From an optimization exercise on the open Yosys and OpenROAD flow, aimed at small area; shortcuts taken in it are not production practice. Function was checked by simulation only, so behaviour that the tests miss may differ from the original. Power and IR drop assume default switching activity.

<file path="flow/design.v">
module custom_clock (
    input clk,
    input rst,
    input [25:0] max_count,
    output reg slow_clk,
    output rise              
);
    reg [25:0] count;
    assign rise = (count == max_count) && !slow_clk;
    always @ (posedge clk) begin
        if (rst) begin
            count <= 0;
            slow_clk <= 0;
        end else begin
            count <= count + 1;
            if (count == max_count) begin
                slow_clk <= ~slow_clk;
                count <= 0;
            end
        end
    end
endmodule
module debouncer (
    input clk,
    input rst,
    input btn,
    output reg pulse
);
    localparam LOCKOUT = 200;
    reg btn_prev;
    reg [7:0] hold;
    always @ (posedge clk) begin
        if (rst) begin
            btn_prev <= 0;
            hold <= 0;
            pulse <= 0;
        end else begin
            btn_prev <= btn;
            pulse <= 0;
            if (hold != 0)
                hold <= hold - 1;
            else if (btn && !btn_prev) begin
                pulse <= 1;
                hold <= LOCKOUT;
            end
        end
    end
endmodule
module led_position(
    input clk,
    input rst,
    input start_flag,
    input move_en,
    output reg [3:0] position
);
    always @(posedge clk) begin
        if (rst) begin
            position <= 4'd0;
        end else if (move_en) begin
            if (!start_flag) begin
                position <= 4'd0;
            end else begin
                if (position == 4'd8)
                    position <= 4'd0;
                else
                    position <= position + 1;
            end
        end
    end
endmodule
module pos_decoder_9bit(
    input clk,
    input rst,
    input [3:0] pos,
    output reg [8:0] led
);
    always @(posedge clk) begin
        if (rst) led <= 9'b000000000;
        else
        case (pos)
            4'd0: led <= 9'b000000001;
            4'd1: led <= 9'b000000010;
            4'd2: led <= 9'b000000100;
            4'd3: led <= 9'b000001000;
            4'd4: led <= 9'b000010000;
            4'd5: led <= 9'b000100000;
            4'd6: led <= 9'b001000000;
            4'd7: led <= 9'b010000000;
            4'd8: led <= 9'b100000000;
            default: led <= 9'b000000000;
        endcase
    end
endmodule
module check_win(
    input clk,
    input rst,
    input reset_flag,
    input [17:0] grid_state,
    output reg is_win
    );
    always @ (posedge clk) begin
        if (rst || reset_flag) is_win <= 0;
        else begin
            if ((grid_state[17:16] == grid_state[11:10] && grid_state[11:10] == grid_state[5:4] && grid_state[17:16] != 0) ||
                (grid_state[15:14] == grid_state[9:8] && grid_state[9:8] == grid_state[3:2] && grid_state[15:14] != 0) ||
                (grid_state[13:12] == grid_state[7:6] && grid_state[7:6] == grid_state[1:0] && grid_state[13:12] != 0)) begin
                is_win <= 1;
            end
            else if ((grid_state[17:16] == grid_state[15:14] && grid_state[15:14] == grid_state[13:12] && grid_state[17:16] != 0) ||
                     (grid_state[11:10] == grid_state[9:8] && grid_state[9:8] == grid_state[7:6] && grid_state[11:10] != 0) ||
                     (grid_state[5:4] == grid_state[3:2] && grid_state[3:2] == grid_state[1:0] && grid_state[5:4] != 0)) begin
                is_win <= 1;
            end
            else if ((grid_state[17:16] == grid_state[9:8] && grid_state[9:8] == grid_state[1:0] && grid_state[17:16] != 0) ||
                     (grid_state[13:12] == grid_state[9:8] && grid_state[9:8] == grid_state[5:4] && grid_state[13:12] != 0)) begin
                is_win <= 1;
            end
            else begin is_win <= 0; end 
        end     
    end        
endmodule
module ai_max(input clk, input [8:0] x, input [8:0] o, output [3:0] Move);
    reg [3:0] temp1, move;
    function [3:0] n_moves(input [8:0] x, input [8:0] o);
    begin
        n_moves = (x[0]+x[1]+x[2]+x[3]+x[4]+x[5]+x[6]+x[7]+x[8])+(o[0]+o[1]+o[2]+o[3]+o[4]+o[5]+o[6]+o[7]+o[8]);
    end
    endfunction
    function [3:0] get_empty_move(input [8:0] board);
    begin
        if(!board[0]) get_empty_move = 0;
        else if(!board[1]) get_empty_move = 1;
        else if(!board[2]) get_empty_move = 2;
        else if(!board[3]) get_empty_move = 3;
        else if(!board[4]) get_empty_move = 4;
        else if(!board[5]) get_empty_move = 5;
        else if(!board[6]) get_empty_move = 6;
        else if(!board[7]) get_empty_move = 7;
        else if(!board[8]) get_empty_move = 8;
        else get_empty_move = 9;
    end
    endfunction
    function [3:0] get_winning_move(input [8:0] o, input [8:0] x);
    begin
        if(!x[0] && !o[0] && x[1] && x[2]) get_winning_move = 0;
        else if(!x[1] && !o[1] && x[0] && x[2]) get_winning_move = 1;
        else if(!x[2] && !o[2] && x[0] && x[1]) get_winning_move = 2;
        else if(!x[3] && !o[3] && x[4] && x[5]) get_winning_move = 3;
        else if(!x[4] && !o[4] && x[3] && x[5]) get_winning_move = 4;
        else if(!x[5] && !o[5] && x[3] && x[4]) get_winning_move = 5;
        else if(!x[6] && !o[6] && x[7] && x[8]) get_winning_move = 6;
        else if(!x[7] && !o[7] && x[6] && x[8]) get_winning_move = 7;
        else if(!x[8] && !o[8] && x[6] && x[7]) get_winning_move = 8;
        else if(!x[0] && !o[0] && x[3] && x[6]) get_winning_move = 0;
        else if(!x[3] && !o[3] && x[0] && x[6]) get_winning_move = 3;
        else if(!x[6] && !o[6] && x[0] && x[3]) get_winning_move = 6;
        else if(!x[1] && !o[1] && x[4] && x[7]) get_winning_move = 1;
        else if(!x[4] && !o[4] && x[1] && x[7]) get_winning_move = 4;
        else if(!x[7] && !o[7] && x[1] && x[4]) get_winning_move = 7;
        else if(!x[2] && !o[2] && x[5] && x[8]) get_winning_move = 2;
        else if(!x[5] && !o[5] && x[2] && x[8]) get_winning_move = 5;
        else if(!x[8] && !o[8] && x[2] && x[5]) get_winning_move = 8;
        else if(!x[0] && !o[0] && x[4] && x[8]) get_winning_move = 0;
        else if(!x[4] && !o[4] && x[0] && x[8]) get_winning_move = 4;
        else if(!x[8] && !o[8] && x[0] && x[4]) get_winning_move = 8;
        else if(!x[2] && !o[2] && x[4] && x[6]) get_winning_move = 2;
        else if(!x[4] && !o[4] && x[2] && x[6]) get_winning_move = 4;
        else if(!x[6] && !o[6] && x[2] && x[4]) get_winning_move = 6;
        else get_winning_move = 9;
    end
    endfunction
    function [3:0] create_fork(input [8:0] o, input [8:0] x);
        reg [3:0] i, fork_count;
        reg [3:0] candidate;
        reg [3:0] sim_x, sim_o;
        begin
            candidate = 9;
            for(i = 0; i < 9; i = i + 1) begin
                if(!o[i] && !x[i]) begin
                    fork_count = 0;
                    if(i < 3) begin
                        sim_x = ((i==0 ? 1 : x[0]) + (i==1 ? 1 : x[1]) + (i==2 ? 1 : x[2]));
                        sim_o = (o[0] + o[1] + o[2]);
                        if((sim_x == 2) && (sim_o == 0))
                            fork_count = fork_count + 1;
                    end else if(i < 6) begin
                        sim_x = ((i==3 ? 1 : x[3]) + (i==4 ? 1 : x[4]) + (i==5 ? 1 : x[5]));
                        sim_o = (o[3] + o[4] + o[5]);
                        if((sim_x == 2) && (sim_o == 0))
                            fork_count = fork_count + 1;
                    end else begin
                        sim_x = ((i==6 ? 1 : x[6]) + (i==7 ? 1 : x[7]) + (i==8 ? 1 : x[8]));
                        sim_o = (o[6] + o[7] + o[8]);
                        if((sim_x == 2) && (sim_o == 0))
                            fork_count = fork_count + 1;
                    end
                    if(i % 3 == 0) begin
                        sim_x = ((i==0 ? 1 : x[0]) + (i==3 ? 1 : x[3]) + (i==6 ? 1 : x[6]));
                        sim_o = (o[0] + o[3] + o[6]);
                        if((sim_x == 2) && (sim_o == 0))
                            fork_count = fork_count + 1;
                    end else if(i % 3 == 1) begin
                        sim_x = ((i==1 ? 1 : x[1]) + (i==4 ? 1 : x[4]) + (i==7 ? 1 : x[7]));
                        sim_o = (o[1] + o[4] + o[7]);
                        if((sim_x == 2) && (sim_o == 0))
                            fork_count = fork_count + 1;
                    end else if(i % 3 == 2) begin
                        sim_x = ((i==2 ? 1 : x[2]) + (i==5 ? 1 : x[5]) + (i==8 ? 1 : x[8]));
                        sim_o = (o[2] + o[5] + o[8]);
                        if((sim_x == 2) && (sim_o == 0))
                            fork_count = fork_count + 1;
                    end
                    if((i == 0) || (i == 4) || (i == 8)) begin
                        sim_x = ((i==0 ? 1 : x[0]) + (i==4 ? 1 : x[4]) + (i==8 ? 1 : x[8]));
                        sim_o = (o[0] + o[4] + o[8]);
                        if((sim_x == 2) && (sim_o == 0))
                            fork_count = fork_count + 1;
                    end
                    if((i == 2) || (i == 4) || (i == 6)) begin
                        sim_x = ((i==2 ? 1 : x[2]) + (i==4 ? 1 : x[4]) + (i==6 ? 1 : x[6]));
                        sim_o = (o[2] + o[4] + o[6]);
                        if((sim_x == 2) && (sim_o == 0))
                            fork_count = fork_count + 1;
                    end
                    if(fork_count >= 2)
                        candidate = i;
                end
            end
            create_fork = candidate;
        end
    endfunction
    function [3:0] prevent_fork(input [8:0] x, input [8:0] o);
        reg [3:0] i, fork_count;
        begin
            for(i = 0; i < 9; i = i + 1) begin
                if(!o[i]) begin
                    fork_count = 0;
                    if(!x[3*(i/3)] && !x[3*(i/3)+1] && !x[3*(i/3)+2])
                        fork_count = fork_count + 1;
                    if(!x[i%3] && !x[i%3+3] && !x[i%3+6])
                        fork_count = fork_count + 1;
                    if((i==0)||(i==2)||(i==4)||(i==6)||(i==8)) begin
                        if(!x[0] && !x[4] && !x[8])
                            fork_count = fork_count + 1;
                        if(!x[2] && !x[4] && !x[6])
                            fork_count = fork_count + 1;
                    end
                    if(fork_count > 1)
                        prevent_fork = i;
                end
            end
            prevent_fork = 9;
        end
    endfunction
    always @(*) begin
        temp1 = 9;
        case(n_moves(x,o))
            0: move = 4;
            1: move = (x[4] | o[4]) ? 0 : 4;
            2: begin
                if(o[4] | x[4]) begin
                    if(((x|o) & 9'b111_000_111) != 9'b000_000_000) begin
                        move = 3;
                    end 
                    else move = 1;
                end
                else move = 4;
            end
            3,4,5,6,7: begin
                temp1 = get_winning_move(o,x);
                if(temp1 != 9)
                    move = temp1;
                else begin
                    temp1 = get_winning_move(x,o);
                    if(temp1 != 9)
                        move = temp1;
                    else begin
                        temp1 = create_fork(o,x);
                        if(temp1 != 9)
                            move = temp1;
                        else begin
                            temp1 = create_fork(x,o);
                            if(temp1 != 9)
                                move = temp1;
                            else
                                move = get_empty_move(x|o);
                        end
                    end
                end
            end
            8: move = get_empty_move(x|o);
            default: move = get_empty_move(x|o);
        endcase
    end
    assign Move = move;
endmodule
module ai_medium (input clk, input [8:0] x, input [8:0] o, output [3:0] Move);
    reg [3:0] temp1, move;
    function [3:0] n_moves(input [8:0] x, input [8:0] o);
    begin
        n_moves = (x[0]+x[1]+x[2]+x[3]+x[4]+x[5]+x[6]+x[7]+x[8])+(o[0]+o[1]+o[2]+o[3]+o[4]+o[5]+o[6]+o[7]+o[8]);
    end
    endfunction
    function [3:0] get_empty_move(input [8:0] board);
    begin
        if(!board[0]) get_empty_move = 0;
        else if(!board[1]) get_empty_move = 1;
        else if(!board[2]) get_empty_move = 2;
        else if(!board[3]) get_empty_move = 3;
        else if(!board[4]) get_empty_move = 4;
        else if(!board[5]) get_empty_move = 5;
        else if(!board[6]) get_empty_move = 6;
        else if(!board[7]) get_empty_move = 7;
        else if(!board[8]) get_empty_move = 8;
        else get_empty_move = 9;
    end
    endfunction
    function [3:0] get_winning_move(input [8:0] o, input [8:0] x);
    begin
        if(!x[0] && !o[0] && x[1] && x[2]) get_winning_move = 0;
        else if(!x[1] && !o[1] && x[0] && x[2]) get_winning_move = 1;
        else if(!x[2] && !o[2] && x[0] && x[1]) get_winning_move = 2;
        else if(!x[3] && !o[3] && x[4] && x[5]) get_winning_move = 3;
        else if(!x[4] && !o[4] && x[3] && x[5]) get_winning_move = 4;
        else if(!x[5] && !o[5] && x[3] && x[4]) get_winning_move = 5;
        else if(!x[6] && !o[6] && x[7] && x[8]) get_winning_move = 6;
        else if(!x[7] && !o[7] && x[6] && x[8]) get_winning_move = 7;
        else if(!x[8] && !o[8] && x[6] && x[7]) get_winning_move = 8;
        else if(!x[0] && !o[0] && x[3] && x[6]) get_winning_move = 0;
        else if(!x[3] && !o[3] && x[0] && x[6]) get_winning_move = 3;
        else if(!x[6] && !o[6] && x[0] && x[3]) get_winning_move = 6;
        else if(!x[1] && !o[1] && x[4] && x[7]) get_winning_move = 1;
        else if(!x[4] && !o[4] && x[1] && x[7]) get_winning_move = 4;
        else if(!x[7] && !o[7] && x[1] && x[4]) get_winning_move = 7;
        else if(!x[2] && !o[2] && x[5] && x[8]) get_winning_move = 2;
        else if(!x[5] && !o[5] && x[2] && x[8]) get_winning_move = 5;
        else if(!x[8] && !o[8] && x[2] && x[5]) get_winning_move = 8;
        else if(!x[0] && !o[0] && x[4] && x[8]) get_winning_move = 0;
        else if(!x[4] && !o[4] && x[0] && x[8]) get_winning_move = 4;
        else if(!x[8] && !o[8] && x[0] && x[4]) get_winning_move = 8;
        else if(!x[2] && !o[2] && x[4] && x[6]) get_winning_move = 2;
        else if(!x[4] && !o[4] && x[2] && x[6]) get_winning_move = 4;
        else if(!x[6] && !o[6] && x[2] && x[4]) get_winning_move = 6;
        else get_winning_move = 9;
    end
    endfunction
    always @(*) begin
        temp1 = 9;
        case(n_moves(x,o))
            0: move = 4;
            1: move = (x[4] | o[4]) ? 0 : 4;
            2: begin
                if(o[4] | x[4]) begin
                    if(((x|o)  & 9'b111_000_111) != 9'b000_000_000) begin
                        move = 3;
                    end 
                    else move = 1;
                end
                else move = 4;
            end
            3,4,5,6,7: begin
                temp1 = get_winning_move(o,x);
                if(temp1 != 9)
                    move = temp1;
                else begin
                    temp1 = get_winning_move(x,o);
                    if(temp1 != 9)
                        move = temp1;
                    else begin
                        move = get_empty_move(x|o);
                        end
                    end
                end
            8: move = get_empty_move(x|o);
            default: move = get_empty_move(x|o);
        endcase
    end
    assign Move = move;
endmodule
module ai_intigrated(input clk, input rst, input start, input [17:0] board, input [1:0] level , input btnC, output  [17:0] out_board, output [8:0] mv);
reg[3:0] move, random_move;
wire [3:0] medium_move, max_move;
wire med_done, max_done;
 wire [8:0] o = { board[16], board[14], board[12], board[10],
                    board[8], board[6], board[4], board[2], board[0] };
   wire [8:0] x = { board[17], board[15], board[13], board[11],
                    board[9], board[7], board[5], board[3], board[1] };
ai_level_medium med(clk, board,start, medium_move, med_done);
ai_level_max max(clk, board,start, max_move, max_done);
assign mv = move;
reg [17:0] board2;
function [3:0] get_empty_move(input [8:0] board);
    begin
        if(!board[0]) get_empty_move = 0;
        else if(!board[3]) get_empty_move = 3;
        else if(!board[6]) get_empty_move = 6;
        else if(!board[1]) get_empty_move = 1;
        else if(!board[4]) get_empty_move = 4;
        else if(!board[7]) get_empty_move = 7;
        else if(!board[2]) get_empty_move = 2;
        else if(!board[5]) get_empty_move = 5;
        else if(!board[8]) get_empty_move = 8;
        else get_empty_move = 9;
    end
    endfunction
reg [3:0] random_next, move_next;
always@(posedge clk) begin
       if (rst) begin
           random_move <= 0;
           move <= 0;
           board2 <= 0;
       end else begin
       begin
       if(random_move > 7)
                   random_next = 0;
               else random_next = random_move + 1;
            case(level) 
                0: move_next = random_next;
                1: move_next = medium_move;
                2,3:  move_next = max_move;
            endcase
        end
        if((x|o) == 0)
            move_next = 4;
        random_move <= random_next;
        move <= move_next;
        board2 <= board | (2'b10 << (move_next * 2));
       end
    end
    assign out_board = board2;
endmodule 
module ai_level_max (
    input clk,
    input [17:0] board,
    input think,
    output  [3:0] move,  
    output animate
);
    wire [8:0] o = { board[16], board[14], board[12], board[10],
                     board[8], board[6], board[4], board[2], board[0] };
    wire [8:0] x = { board[17], board[15], board[13], board[11],
                     board[9], board[7], board[5], board[3], board[1] };
    reg [1:0] state;
    localparam IDLE        = 2'd0,
               ANIMATE     = 2'd1,
               OUTPUT_MOVE = 2'd2;
    reg [31:0] counter;
    parameter TWO_SEC_COUNT = 200_000_000; 
    reg think_prev;
    wire [3:0] ai_move;
    ai_max max (
        .clk(clk),
        .x(x),
        .o(o),
        .Move(move)
    );
    assign animate = 1;
endmodule
module ai_level_medium (
    input clk,
    input [17:0] board,
    input think,
    output  [3:0] move,  
    output animate
);
    wire [8:0] o = { board[16], board[14], board[12], board[10],
                     board[8], board[6], board[4], board[2], board[0] };
    wire [8:0] x = { board[17], board[15], board[13], board[11],
                     board[9], board[7], board[5], board[3], board[1] };
    reg [1:0] state;
    localparam IDLE        = 2'd0,
               ANIMATE     = 2'd1,
               OUTPUT_MOVE = 2'd2;
    reg [31:0] counter;
    parameter TWO_SEC_COUNT = 200_000_000; 
    reg think_prev;
    wire [3:0] ai_move;
    ai_medium ai_inst (
        .clk(clk),
        .x(x),
        .o(o),
        .Move(move)
    );
    assign animate = 1;
endmodule
module playerVSai(
    input clk,
    input rst,
    input btnC, btnReset,
    input reset_flag,
    input [1:0] ai_level,
    input [8:0] sw,
    output reg [8:0] led,
    output [17:0] grid_state_disp,
    output reg ai_waiting,  
    output reg [1:0] game_result
);
    localparam AI_THINK = 2_000;
    reg [1:0] player_icon;   
    reg [8:0] confirmed_leds;
    reg [8:0] selected_led;
    wire [8:0] valid_sw = sw & ~confirmed_leds;
    reg turn; 
    reg start_ai;
    reg [31:0] wait_count;   
    wire [8:0] mv;
    wire animate;
    reg [17:0] grid_state;
    wire [3:0] grid_box;
    wire [17:0] ai_grid_state;
    wire is_win;
    ai_intigrated ai_inst (clk, rst, start_ai, grid_state, ai_level, btnC, ai_grid_state, mv );
    check_win win (clk, rst, reset_flag, grid_state, is_win);
    wire clk40Hz, clk10Hz, blink_10hz;
    wire clk40Hz_rise, clk10Hz_rise, blink_10hz_rise;
    custom_clock clk_5hz (clk, rst, 25, clk40Hz, clk40Hz_rise);  
    custom_clock clk_10hz (clk, rst, 100, clk10Hz, clk10Hz_rise);  
    custom_clock clk_20hz (clk, rst, 50, blink_10hz, blink_10hz_rise);  
    wire [3:0] position;
    wire [8:0] running_led;
    led_position win_pos (clk, rst, is_win, clk40Hz_rise, position);
    pos_decoder_9bit win_decode (clk, rst, position, running_led);
    reg blink_toggle;
    wire [8:0] alt_blink_pattern = blink_toggle ? 9'b111100000 : 9'b000001111;
    always @(posedge clk) begin
        if (rst)
            blink_toggle <= 0;
        else if (clk10Hz_rise) begin
            if (game_result == 2'b11)
                blink_toggle <= ~blink_toggle;
            else
                blink_toggle <= 0;
        end
    end
    assign grid_state_disp = grid_state | ((selected_led != 0) ? 2'b11 << ((grid_box - 1) * 2) : 0);
    assign grid_box = (selected_led == 9'b000000001) ? 1 :
                      (selected_led == 9'b000000010) ? 2 :
                      (selected_led == 9'b000000100) ? 3 :
                      (selected_led == 9'b000001000) ? 4 :
                      (selected_led == 9'b000010000) ? 5 :
                      (selected_led == 9'b000100000) ? 6 :
                      (selected_led == 9'b001000000) ? 7 :
                      (selected_led == 9'b010000000) ? 8 :
                      (selected_led == 9'b100000000) ? 9 : 0;
    always @(posedge clk) begin
        if (rst) begin
            led <= 0;
            player_icon <= 2'b10;   
            confirmed_leds <= 0;
            selected_led <= 0;
            grid_state <= 0;
            game_result <= 0;
            turn <= 1;
            ai_waiting <= 0;
            start_ai <= 0;
            wait_count <= 0;
        end
        else if (reset_flag) begin
            led <= 0;
            player_icon <= 2'b10;
            confirmed_leds <= 0;
            selected_led <= 0;
            grid_state <= 0;
            game_result <= 0;
            turn <= 1;
            ai_waiting <= 0;
            start_ai <= 1;
            wait_count <= 0;
        end 
        else begin
            if (is_win) begin  
                game_result <= (player_icon == 2'b01) ? 2'b10 : 2'b01;
                turn <= (player_icon == 2'b01) ? 1 : 0;
            end else if (confirmed_leds == 9'b111111111) begin  
                game_result <= 2'b11;
            end else begin
                if (ai_waiting) begin
                    if (wait_count > 0) begin
                        wait_count <= wait_count - 1;
                        start_ai <= 0;
                    end
                    else begin
                        start_ai <= 1;
                    end
                end
                else begin
                    start_ai <= 0;
                end
                if (player_icon == 2'b01) begin
                    if (btnC && selected_led != 0 && grid_box != 0) begin
                        confirmed_leds <= confirmed_leds | selected_led;
                        grid_state <= grid_state | (2'b01 << ((grid_box - 1) * 2));
                        turn <= ~turn;
                        player_icon <= 2'b10;  
                        selected_led <= 0;
                        ai_waiting <= 1;
                        wait_count <= AI_THINK;
                    end 
                    else begin
                        selected_led <= valid_sw;
                    end
                end
                else if (player_icon == 2'b10 && start_ai == 1) begin
                    if(grid_state[mv * 2] | grid_state[mv* 2 + 1]) begin
                        ai_waiting <= 1;
                         wait_count <= 5;
                         start_ai <= 1;
                    end else begin
                    grid_state <= ai_grid_state;
                    confirmed_leds <= confirmed_leds | (1 << mv);
                    turn <= ~turn;
                    ai_waiting <= 0; 
                    player_icon <= 2'b01;  
                    end
                end
            end
             if (game_result == 2'b01) begin
                  led <= running_led;   
              end else if (game_result == 2'b10) begin
                  led <= {9{clk10Hz}};   
              end else if (game_result == 2'b11) begin
                  led <= alt_blink_pattern;   
              end else begin
                  led <= confirmed_leds | (blink_10hz ? selected_led : 0);  
              end                        
        end
    end
    assign animate = ai_waiting;
endmodule
module playerVSplayer(
    input clk,
    input rst,
    input btnC, btnReset,
    input reset_flag,
    input [8:0] sw,
    output reg [8:0] led,
    output [17:0] grid_state_disp,
    output reg turn,  
    output reg [1:0] game_result
);
    reg [1:0] player_icon;   
    reg [8:0] confirmed_leds;
    reg [8:0] selected_led;
    wire [8:0] valid_sw = sw & ~confirmed_leds;
    reg [17:0] grid_state;
    wire [3:0] grid_box;
    wire is_win;
    assign grid_state_disp = grid_state | ((selected_led != 0) ? 2'b11 << ((grid_box - 1) * 2) : 0);
    wire clk40Hz, clk10Hz, blink_10hz;
    wire clk40Hz_rise, clk10Hz_rise, blink_10hz_rise;
    custom_clock clk_5hz (clk, rst, 25, clk40Hz, clk40Hz_rise);  
    custom_clock clk_10hz (clk, rst, 100, clk10Hz, clk10Hz_rise);  
    custom_clock clk_20hz (clk, rst, 50, blink_10hz, blink_10hz_rise);  
    wire [3:0] position;
    wire [8:0] running_led;
    led_position win_pos (clk, rst, is_win, clk40Hz_rise, position);
    pos_decoder_9bit win_decode (clk, rst, position, running_led);
    reg blink_toggle;
    wire [8:0] alt_blink_pattern = blink_toggle ? 9'b111100000 : 9'b000001111;
    always @(posedge clk) begin
        if (rst)
            blink_toggle <= 0;
        else if (clk10Hz_rise) begin
            if (game_result == 2'b11)
                blink_toggle <= ~blink_toggle;
            else
                blink_toggle <= 0;
        end
    end
    check_win win (clk, rst, reset_flag, grid_state, is_win);
    assign grid_box = (selected_led == 9'b000000001) ? 1 :
                      (selected_led == 9'b000000010) ? 2 :
                      (selected_led == 9'b000000100) ? 3 :
                      (selected_led == 9'b000001000) ? 4 :
                      (selected_led == 9'b000010000) ? 5 :
                      (selected_led == 9'b000100000) ? 6 :
                      (selected_led == 9'b001000000) ? 7 :
                      (selected_led == 9'b010000000) ? 8 :
                      (selected_led == 9'b100000000) ? 9 : 0;
    always @(posedge clk) begin
        if (rst || reset_flag || btnReset) begin
            led <= 0;
            player_icon <= 2'b01;
            confirmed_leds <= 0;
            selected_led <= 0;
            grid_state <= 0;
            game_result <= 0;
            turn <= 0;
        end else begin
            if (is_win) begin  
                led <= running_led;
                game_result <= (player_icon == 2'b01) ? 2'b10: 2'b01;
                turn <= (player_icon == 2'b01) ? 0 : 1;
            end else if (confirmed_leds == 9'b111111111) begin  
                led <= alt_blink_pattern;
                game_result <= 2'b11;
            end else begin  
                if (btnC && selected_led != 0 && grid_box != 0) begin
                    confirmed_leds <= confirmed_leds | selected_led;
                    grid_state <= grid_state | (player_icon << ((grid_box - 1) * 2));
                    player_icon <= (player_icon == 2'b01) ? 2'b10 : 2'b01;  
                    turn <= ~turn;
                    selected_led <= 0;
                end else begin
                    selected_led <= valid_sw;
                end
                led <= confirmed_leds | (blink_10hz ? selected_led : 0);
            end
        end            
    end
endmodule
module handle_screen_state (
    input clk,
    input rst,
    input btnC, btnU, btnD, btnL, btnR,
    input [8:0] sw,
    input [1:0] pvp_game_status,
    input [1:0] pvp_game_status_final,
    input [1:0] ai_game_status,
    output reg [1:0] level_ai,
    output reg grid_reset_flag,
    output grid_reset_any,
    output reg general_reset,
    output reg [4:0] state
    );
    parameter HOME = 5'd0, MODE_SELECT_PVP = 5'd1, MODE_SELECT_AI = 5'd2, 
        PVP = 5'd3, PVP_RESULT = 5'd4, PVP_FINAL = 5'd7,
        AI = 5'd5, AI_RESULT = 5'd6;    
    localparam FIVE_SEC = 5_000, TEN_SEC = 10_000;
    wire deb_btnC, deb_btnU, deb_btnD, deb_btnL, deb_btnR;
    debouncer debounce_C (clk, rst, btnC, deb_btnC);
    debouncer debounce_U (clk, rst, btnU, deb_btnU);
    debouncer debounce_D (clk, rst, btnD, deb_btnD);
    debouncer debounce_L (clk, rst, btnL, deb_btnL);
    debouncer debounce_R (clk, rst, btnR, deb_btnR);
    reg [30:0] count;  
    assign grid_reset_any = grid_reset_flag ||
        (!rst && (state == HOME || state == MODE_SELECT_PVP || state == MODE_SELECT_AI ||
                  (state == PVP_RESULT && pvp_game_status_final == 2'b00 && count == FIVE_SEC) ||
                  ((state == PVP_FINAL || state == AI_RESULT) && count == TEN_SEC)));
    always @ (posedge clk) begin
        if (rst) begin
            state <= HOME;
            grid_reset_flag <= 0;
            general_reset <= 0;
            level_ai <= 0;
            count <= 0;
        end else if (state == HOME) begin
            general_reset <= 1;
            state <= ((deb_btnC) && sw == 0) ? MODE_SELECT_PVP : HOME;
                grid_reset_flag <= 1; 
                level_ai <= 0;
        end else if (state == MODE_SELECT_PVP) begin
            general_reset <= 1;
            state <= (deb_btnC && sw == 0) ? PVP :  
                (deb_btnL) ? HOME :  
                (deb_btnD) ? MODE_SELECT_AI : MODE_SELECT_PVP;
            grid_reset_flag <= 1;                
        end else if (state == MODE_SELECT_AI) begin
            general_reset <= 1;
            state <= (deb_btnC  && sw == 0) ? AI :  
                (deb_btnL) ? HOME :  
                (deb_btnU) ? MODE_SELECT_PVP : MODE_SELECT_AI;
            grid_reset_flag <= 1;                
        end else if (state == PVP) begin
            general_reset <= 0;
            state <= (deb_btnL) ? MODE_SELECT_PVP :  
                (pvp_game_status == 2'b00) ? PVP : PVP_RESULT;  
            grid_reset_flag <= 0;
        end else if (state == PVP_RESULT) begin
            general_reset <= 0;
            if (pvp_game_status_final != 00) state <= PVP_FINAL;
            else begin
                if (count == FIVE_SEC) begin
                    count <= 0;
                    state <= PVP;
                    grid_reset_flag <= 1;
                end else begin
                    count <= count + 1;
                end
            end
        end else if (state == PVP_FINAL) begin
            general_reset <= 0;
            if (count == TEN_SEC) begin
                count <= 0;
                state <= MODE_SELECT_PVP;  
                grid_reset_flag <= 1;
            end else begin
                count <= count + 1;
            end
        end else if (state == AI) begin
            general_reset <= 0;
            state <= (deb_btnL) ? MODE_SELECT_AI :  
                (ai_game_status == 2'b00) ? AI : AI_RESULT;  
            grid_reset_flag <= 0;
        end else if (state == AI_RESULT) begin
            general_reset <= 0;
            if (count == TEN_SEC) begin
                count <= 0;
                grid_reset_flag <= 1;
                if (ai_game_status == 2'b01) begin  
                    if (level_ai == 2'b10) begin  
                        level_ai <= 0;
                        state <= MODE_SELECT_AI;
                    end else begin
                        level_ai <= level_ai + 1;
                        state <= AI;
                    end
                end else if (ai_game_status == 2'b10) begin  
                    level_ai <= 0;
                    state <= AI;  
                end else if (ai_game_status == 2'b11) begin  
                    level_ai <= level_ai;
                    state <= AI;  
                end
            end else begin
                count <= count + 1;
            end
        end
    end
endmodule
module scoreboard(input clk, rst, reset, input [1:0] round_result, output reg [1:0] win_result, output reg [7:0] SEG, output reg [3:0] AN);
    parameter [7:0] symbol_o = 8'b10100011;
    parameter [7:0] symbol_x = 8'b10001001;
    wire clk500hz, clk500hz_rise;
    custom_clock segment_clock (clk, rst, 1, clk500hz, clk500hz_rise);
    reg round_done;
    reg [1:0] x_score, o_score;
    reg [1:0] prev_result;
    always @ (posedge clk) begin
        if (rst) begin
            prev_result <= 0;
            round_done <= 0;
        end else begin
            prev_result <= round_result;
            round_done <= (prev_result != round_result);
        end
        if (rst || reset) begin
            x_score <= 0;
            o_score <= 0;
        end else if (round_done) begin 
            if (round_result == 2'b01)  
                x_score <= x_score + 1;
            else if (round_result == 2'b10)  
                o_score <= o_score + 1;
        end
    end
    wire [7:0] x_score_seg, o_score_seg;
    decoder x_score_decode (clk, rst, {2'b00, x_score}, x_score_seg);
    decoder o_score_decode (clk, rst, {2'b00, o_score}, o_score_seg);
    reg [1:0] count;
    always @ (posedge clk) begin
        if (rst) begin
            count <= 0;
            SEG <= 0;
            AN <= 0;
        end else if (clk500hz_rise) begin
            count <= count + 1;
            if (count == 0) begin
                SEG <= symbol_o;
                AN <= 4'b0111;
            end
            if (count == 1) begin
                SEG <= o_score_seg & 8'b01111111;
                AN <= 4'b1011;
            end
            if (count == 2) begin
                SEG <= symbol_x;
                AN <= 4'b1101;
            end
            if (count == 3) begin
                SEG <= x_score_seg;
                AN <= 4'b1110;
            end
        end
    end
    always @ (posedge clk) begin
        if (rst) win_result <= 0;
        else if (x_score == 3) win_result <= 01;
        else if (o_score == 3) win_result <= 10;
        else win_result <= 00;
    end
endmodule
module timer(input clk, rst, hold, reset, output reg [7:0] SEG, output reg [3:0] AN);
    reg [3:0] AN_blk;
    wire clk500hz, clk2hz, clk1hz;
    wire clk500hz_rise, clk2hz_rise, clk1hz_rise;
    custom_clock segment_clock (clk, rst, 1, clk500hz, clk500hz_rise);
    custom_clock counter_clock (clk, rst, 500, clk1hz, clk1hz_rise);
    custom_clock blink_clock (clk, rst, 250, clk2hz, clk2hz_rise);
    wire [3:0] second, ten_second, minute, ten_minute;
    wire [7:0] digit1, digit2, digit3, digit4;
    count counter (clk, rst, clk1hz_rise, hold, reset, second, ten_second, minute, ten_minute);
    decoder seconds (clk, rst, second, digit1);
    decoder ten_seconds (clk, rst, ten_second, digit2);
    decoder minutes (clk, rst, minute, digit3);
    decoder ten_minutes (clk, rst, ten_minute, digit4);
    reg [1:0] count;
    always @ (posedge clk) begin
        if (rst)
            AN_blk <= 4'b0000;
        else if (clk2hz_rise) begin
            if (hold) AN_blk <= ~AN_blk;
            else AN_blk <= 4'b0000;
        end
    end
    always @ (posedge clk) begin
        if (rst) begin
            count <= 0;
            SEG <= 0;
            AN <= 0;
        end else if (clk500hz_rise) begin
            count <= count + 1;
            if (count == 0) begin
                SEG <= digit4;
                AN <= 4'b0111 | AN_blk;
            end
            if (count == 1) begin
                SEG <= digit3 & 8'b01111111;
                AN <= 4'b1011 | AN_blk;
            end
            if (count == 2) begin
                SEG <= digit2;
                AN <= 4'b1101 | AN_blk;
            end
            if (count == 3) begin
                SEG <= digit1;
                AN <= 4'b1110 | AN_blk;
            end
        end
    end
endmodule
module decoder(input clk, rst, input [3:0] number, output reg [7:0] segment);
    always @ (posedge clk) begin
        if (rst)
            segment <= 8'b00000000;
        else begin
        if (number == 0)
            segment <= 8'b11000000;
        if (number == 1)
            segment <= 8'b11111001;
        if (number == 2)
            segment <= 8'b10100100;
        if (number == 3)
            segment <= 8'b10110000;
        if (number == 4)
            segment <= 8'b10011001;
        if (number == 5)
            segment <= 8'b10010010;
        if (number == 6)
            segment <= 8'b10000010;
        if (number == 7)
            segment <= 8'b11111000;
        if (number == 8)
            segment <= 8'b10000000;
        if (number == 9)
            segment <= 8'b10010000;
        end
    end
endmodule
module count(input clk, rst, tick, hold, reset,
        output reg [3:0] second, ten_second, minute, ten_minute);
    always @ (posedge clk) begin
        if (rst || reset) begin
            second <= 0;
            ten_second <= 0;
            minute <= 0;
            ten_minute <= 0;
        end
        else if (tick) begin
        second <= second == 9 ? 0 : second + 1;
        if (hold) begin
            second <= second;
            ten_second <= ten_second;
            minute <= minute;
            ten_minute <= ten_minute;
        end
        else if (ten_minute == 9 && minute == 9 && 
                ten_second == 5 && second == 9) begin
            second <= 9;
            ten_second <= 5;
            minute <= 9;
            ten_minute <= 9;
        end
        else if (second == 9) begin
            ten_second <= ten_second == 5 ? 0 : ten_second + 1;
            if (ten_second == 5) begin
                minute <= minute == 9 ? 0 : minute + 1;
                if (minute == 9)
                    ten_minute <= ten_minute + 1;
            end
        end
        end
    end
endmodule
module Top_Module (
    input clk,
    input rst,
    input [8:0] sw, 
    input btnC, btnU, btnD, btnL, btnR,
    output reg [15:0] led,
    output reg [7:0] seg,
    output reg [3:0] an,
    output [4:0] screen_state,
    output reg [17:0] grid_state,
    output reg turn,
    output ai_waiting,
    output [1:0] game_status_pvp,
    output [1:0] game_status_pvp_final,
    output [1:0] game_status_ai,
    output [1:0] ai_level
    );
    wire grid_reset_flag, grid_reset_any;
    wire [8:0] led_pvp, led_ai;
    wire [3:0] an_pvp, an_ai;
    wire [7:0] seg_pvp, seg_ai;
    wire [17:0] grid_state_pvp, grid_state_ai;
    wire turn_pvp;
    wire general_reset;
    playerVSplayer pVpInput (clk, rst, btnC, btnR, grid_reset_any, sw, led_pvp, grid_state_pvp, turn_pvp, game_status_pvp);
    playerVSai pVaiInput (clk, rst, btnC, btnR, grid_reset_any, ai_level, sw, led_ai, grid_state_ai, ai_waiting, game_status_ai);
    handle_screen_state update_screen_state (clk, rst, btnC, btnU, btnD, btnL, btnR, sw[8:0], game_status_pvp, game_status_pvp_final, game_status_ai, ai_level, grid_reset_flag, grid_reset_any, general_reset, screen_state);  
    scoreboard pvp_score (clk, rst, general_reset, game_status_pvp, game_status_pvp_final, seg_pvp, an_pvp);
    reg ai_round_done, ai_timer_hold, ai_timer_reset;
    wire ai_timer_reset_any = ai_timer_reset || (!rst && (general_reset || grid_reset_flag));
    timer ai_timer (clk, rst, ai_timer_hold, ai_timer_reset_any, seg_ai, an_ai);
    reg [1:0] ai_prev_result;
    always @ (posedge clk) begin
        if (rst) begin
            ai_prev_result <= 0;
            ai_round_done <= 0;
            ai_timer_reset <= 0;
            ai_timer_hold <= 0;
        end else begin
        ai_prev_result <= game_status_ai;
        ai_round_done <= (ai_prev_result != game_status_ai);
        if (general_reset || grid_reset_flag) ai_timer_reset <= 1;
        else ai_timer_reset <= 0;
        if (game_status_ai != 2'b00) ai_timer_hold <= 1;
        else ai_timer_hold <= 0; 
        end
    end
        parameter HOME = 5'd0, MODE_SELECT_PVP = 5'd1, MODE_SELECT_AI = 5'd2, 
            PVP = 5'd3, PVP_RESULT = 5'd4, PVP_FINAL = 5'd7,
            AI = 5'd5, AI_RESULT = 5'd6;
        always @ (*) begin        
            led = 16'd0;
            an = 4'b1111;
            seg = 8'b11111111;
            grid_state = 18'd0;
            turn = 1'b0;
            if (screen_state == PVP || screen_state == PVP_RESULT || screen_state == PVP_FINAL) begin
                led[8:0] = led_pvp;
                an = an_pvp;
                seg = seg_pvp;
                grid_state = grid_state_pvp;
                turn = turn_pvp;
            end else if (screen_state == AI || screen_state == AI_RESULT) begin
                led[8:0] = led_ai;
                an = an_ai;
                seg = seg_ai;
                grid_state = grid_state_ai;
            end
        end
    endmodule
</file>
<file path="flow/run.sh">
#!/bin/bash
# synth_recipe.tcl (not shown) runs the flow's synth.tcl, then flattens the netlist and writes it again
# the make line also repeats each setting of config.mk as NAME=value (left out here)
make -C /OpenROAD-flow-scripts/flow DESIGN_CONFIG=/design/flow/config.mk WORK_HOME=/design/flow/orfs CLKGATE_MAP_FILE= SYNTH_SCRIPT=/design/flow/synth_recipe.tcl finish
</file>
<file path="flow/config.mk">
export PLATFORM = sky130hd
export DESIGN_NAME = Top_Module
export DESIGN_NICKNAME = Top_Module
export VERILOG_FILES = /design/flow/design.v
export SDC_FILE = /design/flow/constraint.sdc
export NUM_CORES = 8
export LEC_CHECK = 0
export CAP_MARGIN = 20
export CORE_MARGIN = 2
export CORE_UTILIZATION = 40
export PLACE_DENSITY = 0.6
export SLEW_MARGIN = 20
</file>
<file path="flow/constraint.sdc">
create_clock -name core_clock -period 10.0 [get_ports {clk}]
set_input_delay 2.0000 -clock core_clock [delete_from_list [all_inputs] [get_ports {clk}]]
set_output_delay 2.0000 -clock core_clock [all_outputs]
set_load 0.01 [all_outputs]
</file>
==> impl_metrics.ini <==
[clock_tree]
clockBufferDepth = 3
h-tree-depth = 3
cts_resized = 0
insertion_delay_ns = 0.61
cts_buffers = 71
postCtsSetupBuffers = 0
cts.sinks = 638
path_clk_slew_ns = 0.06
cts_hold_buf = 0
cts_tree = yes
root_buffer = clkbuf_16

[place]
routabilityCongestion = 0.945
pre_cts_ws_ns = 3.70
dpl.hpwl_mm = 59.9
port_buffers = 67
dp_cells = 5270

[worst_setup_path]
arrival_ns = 6.97
cp_common_cell = fa_1
critical_path.startpoint_type = flop
worst_path_max_delay_cell = fa_1
cp.required_ns = 10.51
cp_cell_sequence = buf_4, inv_1, fa_1, fa_1, inv_1, fa_1, fa_1, inv_1, fa_1, inv_1, ha_1, a21o_1, a21oi_1, xor2_1, nand2b_1, and4b_1, a31oi_2, o32ai_4, nand2_2, or3_1, o22ai_1
worstPathMaxFanout = 31
worstSetupPathType = flop to flop
worstSetupEndpointType = flop
critPathMaxStageDelay_ns = 0.56

[route]
via_per_inst = 5.40
wl_per_cell_um = 16.1
drtIter0Drc = 2098
drc = 0
via_count = 29145
wl_mm = 86.9
drt-pass1-iter-count = 6
ant_nets = 0

[floorplanning]
rows = 107
dieArea_um2 = 88300
io_pins = 77
fp.coreArea_um2 = 85100
dieHeight_um = 297
die_w_um = 297
start_util = 0.404

[yosys]
ys_ff_latch = 638
synth_cell_types = 108
synthFlopType = dfxtp_1
yosysSeqAreaShare = 0.371
syn_area_per_cell_um2 = 8.09
netlist_area_um2 = 34400
synthCells = 4249
async_reset_ff_frac = 0
yosysWarningCount = 26
synth-edff-count = 0

[global_route]
grt_first_pass_wirelength_mm = 142
antenna_found_initial = 0
grt_pass1_vias = 27130
grt_max_degree = 77
grt_overflow = 0
grt_usage = 0.191

[sta]
period_share = 0.647
maxSlewHeadroom = 0.271
worst_slack_ns = 3.53
slew_viol_final = 0
fin_crit_ns = 6.47
fin_skew_ns = 0.0265
grt_setup_unrepaired = no
setup_viol = 0
fin_setup_tns_ns = 0
finalHoldViolCount = 0
fmax_ghz = 0.155
max_slew.worst_pin.slew_ns = 1.09

[final_layout]
fillers = 8580
area_growth_pct = 11.2
drive_gt1_frac = 0.0534
fin_cells = 5394
layout.nets = 4369
post-route-util = 0.449
final_common_cell = nor2_1
layout_common_cells = nor2_1 (705), dfxtp_1 (638), nand2_1 (284)

[worst_hold_path]
hold_class = flop to flop

[flow_run]
cap_viol_max_count = 0

[outcome]
status = timing/DRC/antenna clean

[power_and_ir_drop]
total_leakage_power_nw = 14.3
irDropWorstVdd_uv = 124
power.density_nw_per_um2 = 156
[through the flow]
| stage | instance area [um2] | total power [W] | hold slack (ns) |
|---|---|---|---|
| final | 38200 | 0.00598 | 0.457 |
| after CTS | 38200 | 0.00606 | 0.459 |
| after detailed placement | 35800 | 0.00332 | 0.450 |
| after floorplan | 34400 | 0.00321 | 0.426 |
| after global placement | 35800 | 0.00331 | 0.442 |
| after global routing | 38200 | 0.00625 | 0.480 |
[report_power, final]
group          internal [W]  leakage (nW)  switching (W)  total (W)
registers           0.00264          5.16      0.0000873    0.00273
logic              0.000222          7.95       0.000309   0.000531
clock network       0.00164          1.18        0.00108    0.00272
total               0.00450          14.3        0.00148    0.00598
[worst max-delay path: cells and delay by family (launching register included)]
kind / cells / cell delay, ns
xor gates and xnor gates: 1 / 0.39
buffers and inverters: 5 / 0.75
and+or+nand+nor: 4 / 1.08
AOI/OAI and AO/OA: 5 / 0.98
adders and majority gates: 6 / 2.86
DFF: 1 / 0.31
[kinds of logic after synthesis]
kind of cell	after synthesis	synth area share
mux	36	0.0113
buf+inv	399	0.0471
other cells	1	0.000109
xor+xnor	328	0.0836
flops	638	0.371
fa+ha+maj	155	0.0622
compound gates	756	0.142
simple gates	1936	0.282
[Yosys cell counts (31+ instances only)]
cell type  instances  area (um2)
or3_1             49         307
nand4_1           66         413
and3_1            86         538
nor2_1           705        2650
xnor2_1          131        1150
inv_1            163         612
ha_1             127        1590
dfxtp_1          638       12800
o21ai_0          144         721
nand2_1          284        1070
nor4_1            87         544
a31oi_1           47         294
a211oi_1          52         390
nand2b_1          52         325
a21oi_1          268        1340
nand3_1          180         901
or2_2             31         194
nor3_1           150         751
nor2b_1           40         250
xor2_1           197        1730
clkbuf_1         173         649
mux2i_1           31         310
[layout make-up]
type                            count  area [um2]  area share
Timing Repair Buffer              104         950      0.0248
Clock buffer                       99        2040      0.0532
Sequential cell                   638       12800       0.334
Tap cell                         1144        1430      0.0374
Antenna cell                        2        5.00    0.000131
Multi-Input combinational cell   3220       20000       0.524
Inverter                          164         616      0.0161
Clock inverter                     23         387      0.0101
[path summary, 6_finish.rpt]
| kind | cells past startpoint | endpoint | startpoint | slack (ns) |
|---|---|---|---|---|
| hold reg to reg | 2 | pvp_score.x_score_decode.segment[4] | pvp_score.x_score_decode.segment[4] | 0.46 |
| setup reg to reg | 21 | pVaiInput.ai_inst.board2[13] | pVaiInput.grid_state[5] | 3.53 |
| setup / recovery | 21 | pVaiInput.ai_inst.board2[13] | pVaiInput.grid_state[5] | 3.53 |
| hold / removal | 2 | pvp_score.x_score_decode.segment[4] | pvp_score.x_score_decode.segment[4] | 0.46 |
[layer usage]
| layer | vias to the layer above | share of wire | global-route usage |
|---|---|---|---|
| li1 | 14727 | - | - |
| met1 | 13621 | 0.49 | 0.268 |
| met2 | 654 | 0.43 | 0.299 |
| met3 | 143 | 0.054 | 0.0335 |
| met4 | 0 | 0.025 | 0.0534 |
| met5 | - | 0 | 0 |
[flip-flops by register name, summed over array words and instances, names as in the netlist, 9 cells and up]
register,flops
pVaiInput.wait_count,32
update_screen_state.count,31
ai_timer.blink_clock.count,26
ai_timer.counter_clock.count,26
ai_timer.segment_clock.count,26
pVaiInput.clk_10hz.count,26
pVaiInput.clk_20hz.count,26
pVaiInput.clk_5hz.count,26
pVpInput.clk_10hz.count,26
pVpInput.clk_20hz.count,26
pVpInput.clk_5hz.count,26
pvp_score.segment_clock.count,26
pVaiInput.ai_inst.board2,18
pVaiInput.grid_state,18
pVpInput.grid_state,18
pVaiInput.confirmed_leds,9
pVaiInput.led,9
pVaiInput.selected_led,9
pVaiInput.win_decode.led,9
pVpInput.confirmed_leds,9
pVpInput.led,9
pVpInput.selected_led,9
pVpInput.win_decode.led,9

afterwards: timing with drivers on the ports:
How much do the figures lean on ideal ports? The routed layout below was timed once more, with nothing changed but the port constraints.
Step 1 assumes that a clkbuf_16 drives the clock port and a buf_2 every other input.
Step 2 adds t to the input delays and takes it off the output delays; t is the mean of the earliest and latest rising clock arrival at the registers after step 1. Input paths then give back, and output paths get back, about the clock's delay inside the block.
Three values: ideal ports, drivers, drivers and shift; two values: the first two.
t (ns): 0.663
setup slack, ns: 3.534 / 3.534 / 3.534
worst setup path at the end: register to register
worst slew at a driven data input, ns: 0.09
After both steps this run still meets setup and hold. The setup slack of this run moves by 0.000 ns with the drivers and by 0.000 ns with both steps.
